Background: an optimization exercise with open tools, aiming at small area. Do not read the settings as production practice. At most, simulation tests tie the RTL to the original design; equivalence was not proved. No functional check of the RTL was part of run 2. No activity file was given, so power comes from the tool's default toggle rates.

<file path="flow/config.mk">
export PLATFORM = sky130hd
export DESIGN_NAME = ARM7Execute
export DESIGN_NICKNAME = ARM7Execute
export VERILOG_FILES = /design/flow/design.v
export SDC_FILE = /design/flow/constraint.sdc
export NUM_CORES = 4
export LEC_CHECK = 0
export ABC_AREA = 1
export CAP_MARGIN = 20
export CORE_MARGIN = 2
export CORE_UTILIZATION = 30
export SLEW_MARGIN = 20
</file>
<file path="flow/constraint.sdc">
create_clock -name core_clock -period 13.0 [get_ports {clk}]
set_input_delay 2.6000 -clock core_clock [delete_from_list [all_inputs] [get_ports {clk}]]
set_output_delay 2.6000 -clock core_clock [all_outputs]
set_load 0.01 [all_outputs]
</file>
<file path="flow/design.v">
module ALU (
    input [31:0] aBus,
    input [31:0] barrelOutput,
    input clk,
    input [3:0] aluOp,
    input updateFlags,
    input carryFlag, zeroFlag, overflowFlag, negativeFlag,
    output newCarryFlag, newZeroFlag, newOverflowFlag, newNegativeFlag,
    output [31:0] aluBus
);
    logic [3:0] op;
    always_ff @(posedge clk) op <= aluOp;
    wire arith = (op[3:2] == 2'b01) | (op[3:1] == 3'b001) | (op[3:1] == 3'b101);
    wire useC  = (op[3:2] == 2'b01) & (op[1:0] != 2'b00);    
    wire invA  = (op == 4'd3) | (op == 4'd7);                 
    wire invS  = (op == 4'd2) | (op == 4'd6) | (op == 4'd10) | (op == 4'd14) | (op == 4'd15);
    wire cin   = useC ? carryFlag : (op == 4'd2) | (op == 4'd3) | (op == 4'd10);
    wire [31:0] x = aBus ^ {32{invA}};
    wire [31:0] y = barrelOutput ^ {32{invS}};
    wire [32:0] sum = {1'b0, x} + {1'b0, y} + {32'd0, cin};
    wire cout = sum[32];
    wire ovf  = (x[31] == y[31]) & (sum[31] != x[31]);
    logic [31:0] res;
    always_comb begin
        case (op)
            4'd0, 4'd8, 4'd14: res = x & y;
            4'd1, 4'd9:        res = x ^ y;
            4'd12:             res = x | y;
            4'd13, 4'd15:      res = y;
            default:           res = sum[31:0];
        endcase
    end
    assign aluBus = res;
    assign newCarryFlag    = updateFlags ? (arith & cout) : carryFlag;
    assign newOverflowFlag = updateFlags ? (arith & ovf) : overflowFlag;
    assign newZeroFlag     = updateFlags ? (res == 32'd0) : zeroFlag;
    assign newNegativeFlag = updateFlags ? res[31] : negativeFlag;
endmodule
module BarrelShifter(
    input clk,
    input [31:0] b_bus,
    input [1:0] shift_type,
    input [4:0] shift_amount_imm,
    input [7:0] shift_amount_reg,
    input reg_shift,
    output logic [31:0] alu_input
);
    logic [31:0] b_q;
    logic [1:0]  t_q;
    logic [4:0]  n_q;
    logic        big_q;
    always_ff @(posedge clk) begin
        b_q   <= b_bus;
        t_q   <= shift_type;
        n_q   <= shift_amount_reg[4:0];
        big_q <= |shift_amount_reg[7:5];
    end
    wire [31:0] b   = reg_shift ? b_q : b_bus;
    wire [1:0]  t   = reg_shift ? t_q : shift_type;
    wire [4:0]  n   = reg_shift ? n_q : shift_amount_imm;
    wire        big = reg_shift & big_q;
    wire left = (t == 2'b00);
    wire ror  = (t == 2'b11);
    wire [4:0] r = left ? (5'd0 - n) : n;
    logic [31:0] rot;
    always_comb begin
        rot = b;
        for (int k = 0; k < 5; k++)
            if (r[k]) rot = {rot, rot} >> (1 << k);
    end
    logic [31:0] keep;
    always_comb begin
        for (int i = 0; i < 32; i++)
            keep[i] = ror | (~big & (left ? (n <= i) : (n <= 31 - i)));
    end
    wire fill = (t == 2'b10) & b[31];
    assign alu_input = (rot & keep) | ({32{fill}} & ~keep);
endmodule
`timescale 1ns / 1ps
module BranchHandler (
    input overflow_flag,
    input carry_flag,
    input zero_flag,
    input negative_flag,
    input[3:0] op_condition_flag,
    output logic should_branch
);
    always_comb begin
        case(op_condition_flag)
            4'b0000: should_branch = zero_flag == 1;
            4'b0001: should_branch = zero_flag == 0;
            4'b0010: should_branch = carry_flag == 1;
            4'b0011: should_branch = carry_flag == 0;
            4'b0100: should_branch = negative_flag == 1;
            4'b0101: should_branch = negative_flag == 0;
            4'b0110: should_branch = overflow_flag == 1;
            4'b0111: should_branch = overflow_flag == 0;
            4'b1000: should_branch = carry_flag == 1 && zero_flag == 0;
            4'b1001: should_branch = carry_flag == 0 || zero_flag == 1;
            4'b1010: should_branch = negative_flag == overflow_flag;
            4'b1011: should_branch = negative_flag != overflow_flag;
            4'b1100: should_branch = zero_flag == 0 && (negative_flag == overflow_flag);
            4'b1101: should_branch = zero_flag == 1 || (negative_flag != overflow_flag);
            4'b1110: should_branch = 1;
            4'b1111: should_branch = 0;
        endcase      
    end
endmodule
module ARM7Execute (
    input         clk,
    input  [31:0] a_bus,
    input  [31:0] b_bus,
    input  [1:0]  shift_type,
    input  [4:0]  shift_amount_imm,
    input  [7:0]  shift_amount_reg,
    input         reg_shift,
    input  [3:0]  alu_op,
    input         update_flags,
    input         carry_flag,
    input         zero_flag,
    input         overflow_flag,
    input         negative_flag,
    input  [3:0]  cond,
    output [31:0] alu_bus,
    output        new_carry_flag,
    output        new_zero_flag,
    output        new_overflow_flag,
    output        new_negative_flag,
    output        cond_pass
);
    wire [31:0] shifter_out;
    BarrelShifter barrelShifter (
        .clk(clk),
        .b_bus(b_bus),
        .shift_type(shift_type),
        .shift_amount_imm(shift_amount_imm),
        .shift_amount_reg(shift_amount_reg),
        .reg_shift(reg_shift),
        .alu_input(shifter_out)
    );
    ALU alu (
        .aBus(a_bus),
        .barrelOutput(shifter_out),
        .clk(clk),
        .aluOp(alu_op),
        .updateFlags(update_flags),
        .carryFlag(carry_flag),
        .zeroFlag(zero_flag),
        .overflowFlag(overflow_flag),
        .negativeFlag(negative_flag),
        .newCarryFlag(new_carry_flag),
        .newZeroFlag(new_zero_flag),
        .newOverflowFlag(new_overflow_flag),
        .newNegativeFlag(new_negative_flag),
        .aluBus(alu_bus)
    );
    BranchHandler branchHandler (
        .overflow_flag(overflow_flag),
        .carry_flag(carry_flag),
        .zero_flag(zero_flag),
        .negative_flag(negative_flag),
        .op_condition_flag(cond),
        .should_branch(cond_pass)
    );
endmodule
</file>
<file path="flow/run.sh">
#!/bin/bash
# synth_recipe.tcl (not shown) runs the flow's synth.tcl, then flattens the netlist and writes it again
# the make line also repeats each setting of config.mk as NAME=value (left out here)
make -C /OpenROAD-flow-scripts/flow DESIGN_CONFIG=/design/flow/config.mk WORK_HOME=/design/flow/orfs CLKGATE_MAP_FILE= SYNTH_SCRIPT=/design/flow/synth_recipe.tcl finish
</file>
==> results of run 1 <==
[layer usage]
layer	up-vias	GRT usage	routed length (um)
li1	6212	-	-
met1	5677	0.310	18200
met2	393	0.369	17700
met3	78	0.0338	2490
met4	0	0.0794	1380
met5	-	0	0
[placed cells by master, fill, tap and decap left out, drive strengths merged, types with 5 or more instances in the layout]
cell type / n
a21oi: 71
buf: 10
nand4: 9
inv: 215
dfxtp: 44
a211oi: 9
ha: 70
o22ai: 10
o21bai: 7
o21ai: 90
nand3: 361
clkdlybuf4s50: 130
xor2: 37
nor2: 87
clkbuf: 6
a31oi: 5
or2: 12
nand2: 702
nor3: 11
a221oi: 16
o211ai: 8
[worst max-delay path, delay by kind of cell]
kind,cells,cell delay (ns)
simple gates,27,3.31
buf+inv,5,1.63
compound gates,4,1.07
fa+ha+maj,2,0.59
[report_power, final]
group          leakage, nW  total, mW  switching [mW]  internal, mW
registers            0.371      0.144         0.00242         0.142
clock network       0.0871      0.158          0.0619        0.0965
logic                 5.59      0.940           0.607         0.333
total                 6.05       1.24           0.672         0.571
[state kept, by name, summed over array words and instances (netlist names)]
signal	flops
barrelShifter.b_q	32
barrelShifter.t_q	2
alu.op	4
barrelShifter.n_q	5
barrelShifter.big_q	1
[cells by family after synthesis]
logic type      Yosys count  share of synthesized area
buf+inv                 302                      0.131
compound gates          232                      0.137
flops                    44                     0.0891
fa+ha+maj                71                     0.0906
simple gates           1187                      0.518
xor+xnor                 38                     0.0336
[layout make-up]
class / instances / area (um2) / area share
multi-input cells: 1528 / 7720 / 0.670
repair buffers: 140 / 1380 / 0.119
flip-flops and latches: 44 / 881 / 0.0764
inverters: 216 / 816 / 0.0708
well taps: 442 / 553 / 0.0480
clock buffers: 6 / 139 / 0.0121
clock inverters: 2 / 38.8 / 0.00337
[how the worst max path moves through the flow]
stage	from	endpoint	slack, ns	cells after the start
2_1_floorplan	reg_shift	new_zero_flag	3.53	36
3_3_place_gp	reg_shift	new_zero_flag	1.31	37
3_5_place_dp	reg_shift	new_zero_flag	1.28	36
4_1_cts	reg_shift	new_zero_flag	1.27	37
5_1_grt	reg_shift	new_zero_flag	0.45	35
6_report	reg_shift	new_zero_flag	1.15	38
[synthesized netlist by cell type, drive strengths merged, types with 2 or more instances]
library cell | number | area share
a211oi | 9 | 0.0068
a21o | 2 | 0.0015
a21oi | 71 | 0.036
a221oi | 16 | 0.014
a31oi | 5 | 0.0032
buf | 56 | 0.037
clkbuf | 30 | 0.011
dfxtp | 44 | 0.089
ha | 70 | 0.089
inv | 215 | 0.082
nand2 | 702 | 0.28
nand3 | 361 | 0.18
nand3b | 3 | 0.0023
nand4 | 9 | 0.0057
nor2 | 87 | 0.036
nor3 | 11 | 0.0061
o211ai | 8 | 0.0061
o21a | 4 | 0.0030
o21ai | 90 | 0.046
o21bai | 7 | 0.0053
o221ai | 2 | 0.0018
o22ai | 10 | 0.0063
o31ai | 4 | 0.0030
or2 | 12 | 0.0076
xor2 | 37 | 0.033
[per-stage QoR]
step	util	instance area, um2
detailed placement	0.349	11300
CTS	0.354	11500
global route	0.354	11500
global placement	0.349	11300
floorplan	-	9890
finish	0.354	11500
==> metrics.yaml, run 1 <==
placedCellCount: 2370
grt_setup_unrepaired: "false"
grt_pass1_wl_um: 61900
slew_viol_final: 0
min_path_cells: 1
cts_buffers: 5
clkSinkCount: 44
hold_ws_ns: 2.74
slowest_stage: "clkdlybuf4s50_1"
portBuffers: 130
cts_resized: 0
syn_area_per_cell_um2: 5.28
vias: 12400
cts_tree: "done"
n_antenna_cell: 0
endpoint_kind: "output port"
yosysWarningCount: 3
syn_to_final_growth_pct: 16.5
grt_usage: 0.229
p_total_mw: 1.24
fin_crit_ns: 11.85
setup_ws_ns: 1.15
critPathMaxStageDelay_ns: 0.53
synth_edf_count: 0
crit_path_frequent_cell: "nand2_1"
p_leak_nw: 6.05
hold_class: "input pin to register"
drtPass1Iterations: 6
max_freq_ghz: 0.0844
syn-instance-count: 1874
maxCapViolCount: 0
die_h_um: 186
status: "finished clean"
arrival_ns: 9.25
powerDensity_nw_per_um2: 108
final.fill_count: 3708
core_um2: 32500
ios: 131
drive_gt1_frac: 0.0387
path_max_fanout: 45
yosys_register_bits: 44
grt_remaining_overflow: 0
hp-start: "shift_amount_reg[2]"
post-route-period-util: 0.912
min_to: "barrelShifter.n_q[2]$_DFF_P_"
tightest_slew_ns: 1.07
vias_per_cell: 5.20
initial_utilization: 0.304
cts-root-buf: "clkbuf_16"
hold_violations: 0
final_cells: 2378
post-cts-setup-buffers: 0
routed_wl_um: 39800
drc_errors: 0
critPathRequiredTime_ns: 10.40
cp-start-kind: "input pin"
pre_cts_slack_ns: 1.28
setup-tns-final_ns: 0
syn_nets: 2039
ant_nets: 0
grt_max_degree: 56
netlist_area_um2: 9890
hpwl_um: 32200
hold_buffers: 0
relSlewSlack: 0.282
h-tree-depth: 2
seq_area_frac_synth: 0.0891
clockBufferDepth: 2
grt_pass1_vias: 11500
peakVddDrop_mv: 0.0466
dieArea_um2: 34400
async_flop_share: 0
drt_first_iter_violations: 1299
place_congestion: 0.968
die-width_um: 186
worstSetupPathType: "input pin to output port"
wl_per_cell_um: 16.7
yosysUniqueCellTypes: 49
grt_antenna_before_repair: 0
ys.flop_type: "dfxtp_1"
rows: 66
clkTransAtPathRegs_ns: 0.07
setup_viol: 0
layout.nets: 2100
==> inputs of run 2 (changes only) <==
--- a/flow/design.v
+++ b/flow/design.v
@@ -1,3 +1,37 @@
+module PrefixCarry (
+    input  [31:0] g,
+    input  [31:0] p,
+    input         cin,
+    output [32:0] c
+);
+    logic [31:0] G [0:5];
+    logic [31:0] P [0:5];
+    always_comb begin
+        G[0] = g;
+        P[0] = p;
+        G[0][0] = g[0] | (p[0] & cin);
+        for (int l = 0; l < 5; l++) begin
+            G[l+1] = G[l];
+            P[l+1] = P[l];
+            for (int i = 0; i < 32; i++)
+                if ((i % (2 << l)) == (2 << l) - 1) begin
+                    G[l+1][i] = G[l][i] | (P[l][i] & G[l][i - (1 << l)]);
+                    P[l+1][i] = P[l][i] & P[l][i - (1 << l)];
+                end
+        end
+    end
+    logic [31:0] D [0:4];
+    always_comb begin
+        D[4] = G[5];
+        for (int l = 3; l >= 0; l--) begin
+            D[l] = D[l+1];
+            for (int i = 0; i < 32; i++)
+                if ((i % (2 << l)) == (1 << l) - 1 && i >= (2 << l))
+                    D[l][i] = D[l+1][i] | (P[l][i] & D[l+1][i - (1 << l)]);
+        end
+    end
+    assign c = {D[0], cin};
+endmodule
 module ALU (
     input [31:0] aBus,
     input [31:0] barrelOutput,
@@ -17,17 +51,21 @@
     wire cin   = useC ? carryFlag : (op == 4'd2) | (op == 4'd3) | (op == 4'd10);
     wire [31:0] x = aBus ^ {32{invA}};
     wire [31:0] y = barrelOutput ^ {32{invS}};
-    wire [32:0] sum = {1'b0, x} + {1'b0, y} + {32'd0, cin};
-    wire cout = sum[32];
-    wire ovf  = (x[31] == y[31]) & (sum[31] != x[31]);
+    wire [31:0] g0 = x & y;
+    wire [31:0] p0 = x ^ y;
+    wire [32:0] c;
+    PrefixCarry pc (.g(g0), .p(p0), .cin(cin), .c(c));
+    wire [31:0] sum = p0 ^ c[31:0];
+    wire cout = c[32];
+    wire ovf  = c[32] ^ c[31];
     logic [31:0] res;
     always_comb begin
         case (op)
-            4'd0, 4'd8, 4'd14: res = x & y;
-            4'd1, 4'd9:        res = x ^ y;
+            4'd0, 4'd8, 4'd14: res = g0;
+            4'd1, 4'd9:        res = p0;
             4'd12:             res = x | y;
             4'd13, 4'd15:      res = y;
-            default:           res = sum[31:0];
+            default:           res = sum;
         endcase
     end
     assign aluBus = res;
==> flow/flow/run.sh (new file) <==
#!/bin/bash
# Standard ORFS layout, with one change to synthesis: ABC maps for area with
# the script in flow/abc_area.script, and Yosys's full-adder extraction is
# skipped (ADDER_MAP_FILE empty). Every later step is the standard one.
set -euo pipefail
W=$PWD
mkdir -p "$W/orfs_scripts"
cp -r "$FLOW_HOME/scripts/." "$W/orfs_scripts/"
cp "$W/flow/abc_area.script" "$W/orfs_scripts/abc_area.script"
bash standard.sh SCRIPTS_DIR="$W/orfs_scripts" ABC_AREA=1 ADDER_MAP_FILE= synth > "$W/synth.log" 2>&1
bash standard.sh > "$W/layout.log" 2>&1
==> flow/flow/abc_area.script (new file) <==
strash
dch -f
amap
topo
==> flow/standard.sh (new file) <==
#!/bin/bash
# synth_recipe.tcl (not shown) runs the flow's synth.tcl, then flattens the netlist and writes it again
# the make line also repeats each setting of config.mk as NAME=value (left out here)
make -C /OpenROAD-flow-scripts/flow DESIGN_CONFIG=/design/flow/config.mk WORK_HOME=/design/flow/orfs CLKGATE_MAP_FILE= SYNTH_SCRIPT=/design/flow/synth_recipe.tcl "${@:-finish}"
removed: flow/run.sh
==> metrics.yaml, run 2 <==
syn_area_per_cell_um2: 6.27
yosysWarningCount: 7
hpwl_um: 19900
ys.flop_type: "dfxtp_1"
synth_common_cells: "174 x nor2_1, 105 x o22ai_1, 102 x a21oi_1, 102 x o22a_1, 97 x nand2_1"
relSlewSlack: 0.260
yosysUniqueCellTypes: 37
tightest_slew_ns: 1.10
place_congestion: 0.909
die_h_um: 148
postLayoutCoreUtil: 0.425
n_antenna_cell: 0
peakVddDrop_mv: 0.0504
critPathRequiredTime_ns: 10.40
pre_cts_slack_ns: -0.137
clkTransAtPathRegs_ns: 0.07
layout.nets: 1280
netlist_area_um2: 6250
grt_pass1_wl_um: 40800
setup-tns-final_ns: 0
drc_errors: 0
async_flop_share: 0
rows: 52
final.fill_count: 2159
slew_viol_final: 0
crit_path_frequent_cell: "buf_4"
drt_first_iter_violations: 746
endpoint_kind: "output port"
seq_area_frac_synth: 0.141
grt_usage: 0.225
slowest_stage: "clkdlybuf4s50_1"
largest_register_ffs: 32
layout_common_cells: "172 x nor2_1, 129 x clkdlybuf4s50_1, 102 x o22a_1"
yosys.area.top_type_share: 0.143
die-width_um: 148
p_total_mw: 0.991
syn_to_final_growth_pct: 38.5
place_area_um2: 8390
layout_commonest_cell: "nor2_1"
min_to: "barrelShifter.n_q[0]$_DFF_P_"
maxCapViolCount: 0
setup_viol: 0
ios: 131
initial_utilization: 0.307
vias: 8608
topRoutingLayerUsed: "met4"
worstSetupPathType: "input pin to output port"
cp-start-kind: "input pin"
post-route-period-util: 0.946
grt_pass1_vias: 7795
grt_max_degree: 55
h-tree-depth: 2
dieArea_um2: 22000
grt_setup_unrepaired: "false"
syn_nets: 1090
synth_area_leaders: "o22a_1 14%, dfxtp_1 14%, o22ai_1 11%, nor2_1 10%, a21oi_1 8.2%"
top_register: "barrelShifter.b_q"
hold_ws_ns: 2.74
grt_antenna_before_repair: 0
routed_wl_um: 25700
path_max_fanout: 32
core_um2: 20400
drtPass1Iterations: 5
vias_per_cell: 5.91
yosys_register_bits: 44
max_freq_ghz: 0.0814
synth_top_area_cell: "o22a_1"
ant_nets: 0
top_regs: "barrelShifter.b_q x32, barrelShifter.n_q x5, alu.op x4"
syn-instance-count: 996
fin_area_um2: 8650
cts_buffers: 5
synth_edf_count: 0
clkSinkCount: 44
arrival_ns: 9.69
clockBufferDepth: 2
p_leak_nw: 3.02
critPathMaxStageDelay_ns: 0.60
hold_violations: 0
cts_tree: "done"
grt_remaining_overflow: 0
setup_ws_ns: 0.708
hp-start: "shift_amount_reg[0]"
wl_met3_um: 1480
status: "finished clean"
placedCellCount: 1448
final_cells: 1457
hold_class: "input pin to register"
fin_crit_ns: 12.29
yosysMostFrequentCell: "nor2_1"
m1WireLength_um: 12100
portBuffers: 130
wl_met2_um: 11500
min_path_cells: 1
drive_gt1_frac: 0.0733
wl_per_cell_um: 17.7
cts-root-buf: "clkbuf_16"
powerDensity_nw_per_um2: 115
[run 2: critical path: cells and delay by family]
| family | cells | cell delay (ns) |
|---|---|---|
| buffers and inverters | 10 | 2.56 |
| and+or+nand+nor | 9 | 1.06 |
| AOI/OAI and AO/OA | 17 | 3.49 |
[run 2: area by class of cell]
type | count | area, um2 | area share
repair buffers | 183 | 1730 | 0.200
clock inverters | 2 | 38.8 | 0.00448
multi-input cells | 894 | 5300 | 0.613
inverters | 58 | 228 | 0.0263
flip-flops and latches | 44 | 881 | 0.102
well taps | 270 | 338 | 0.0391
clock buffers | 6 | 139 | 0.0161
[run 2: worst max-delay path by stage]
| stage | cells after the start | startpoint | slack [ns] | endpoint |
|---|---|---|---|---|
| 5_1_grt | 38 | reg_shift | 0.09 | new_zero_flag |
| 4_1_cts | 36 | reg_shift | 0.02 | new_zero_flag |
| 2_1_floorplan | 34 | reg_shift | 0.06 | new_zero_flag |
| 3_5_place_dp | 36 | reg_shift | -0.14 | new_zero_flag |
| 6_report | 36 | reg_shift | 0.71 | new_overflow_flag |
| 3_3_place_gp | 36 | reg_shift | 0.15 | new_zero_flag |
[run 2: kinds of logic (layout without fill, tap and decap cells)]
kind of cell / after synthesis / in the layout / share of synthesized area
flip-flops: 44 / 44 / 0.141
AO/OA/AOI/OAI: 538 / 538 / 0.579
buffers and inverters: 58 / 249 / 0.0349
AND/OR/NAND/NOR: 355 / 355 / 0.244
XOR/XNOR: 1 / 1 / 0.00140
[run 2: power by group]
group	internal (mW)	switching, mW
clock network	0.0964	0.0592
registers	0.142	0.00305
logic	0.288	0.402
[run 2: routing by layer]
metal / global-route usage / vias to the layer above
li1: - / 4353
met1: 0.316 / 3882
met2: 0.367 / 325
met3: 0.0230 / 48
met4: 0.0590 / 0
met5: 0 / -
[run 2: what timing repair did]
item	4_1_cts	5_1_grt
gates resized for setup	3	15
setup endpoints to repair	1	3
buffers inserted	1	0
hold buffers	0	0
pin swaps	2	3

## re-timing with driven ports
How much do the figures lean on ideal ports? The routed layouts below were timed once more, with nothing changed but the port constraints.
Step 1, drivers: a clkbuf_16 drives clk and a buf_2 each remaining input, both assumed.
Step 2 adds t to the input delays and takes it off the output delays; t is the mean of the earliest and latest rising clock arrival at the registers after step 1. Input paths then give back, and output paths get back, about the clock's delay inside the block.
Three values: no drivers, after step 1, after step 2; two values: the first two.
| run | shift t [ns] | setup WS [ns] | clock arrival spread, ns | worst register clock-pin slew, ns | pins driven straight from the clock port |
|---|---|---|---|---|---|
| run 1 | 0.339 | 1.147 / 1.125 / 1.125 | 0.009 / 0.008 | 0.07 / 0.07 | 1 |
| run 2 | 0.335 | 0.708 / 0.675 / 0.675 | 0.007 / 0.007 | 0.07 / 0.07 | 1 |
After both steps setup and hold are still met in every run listed. For run 2, which loses most, drivers alone change the setup slack by -0.033 ns; drivers and shift together by -0.033 ns.
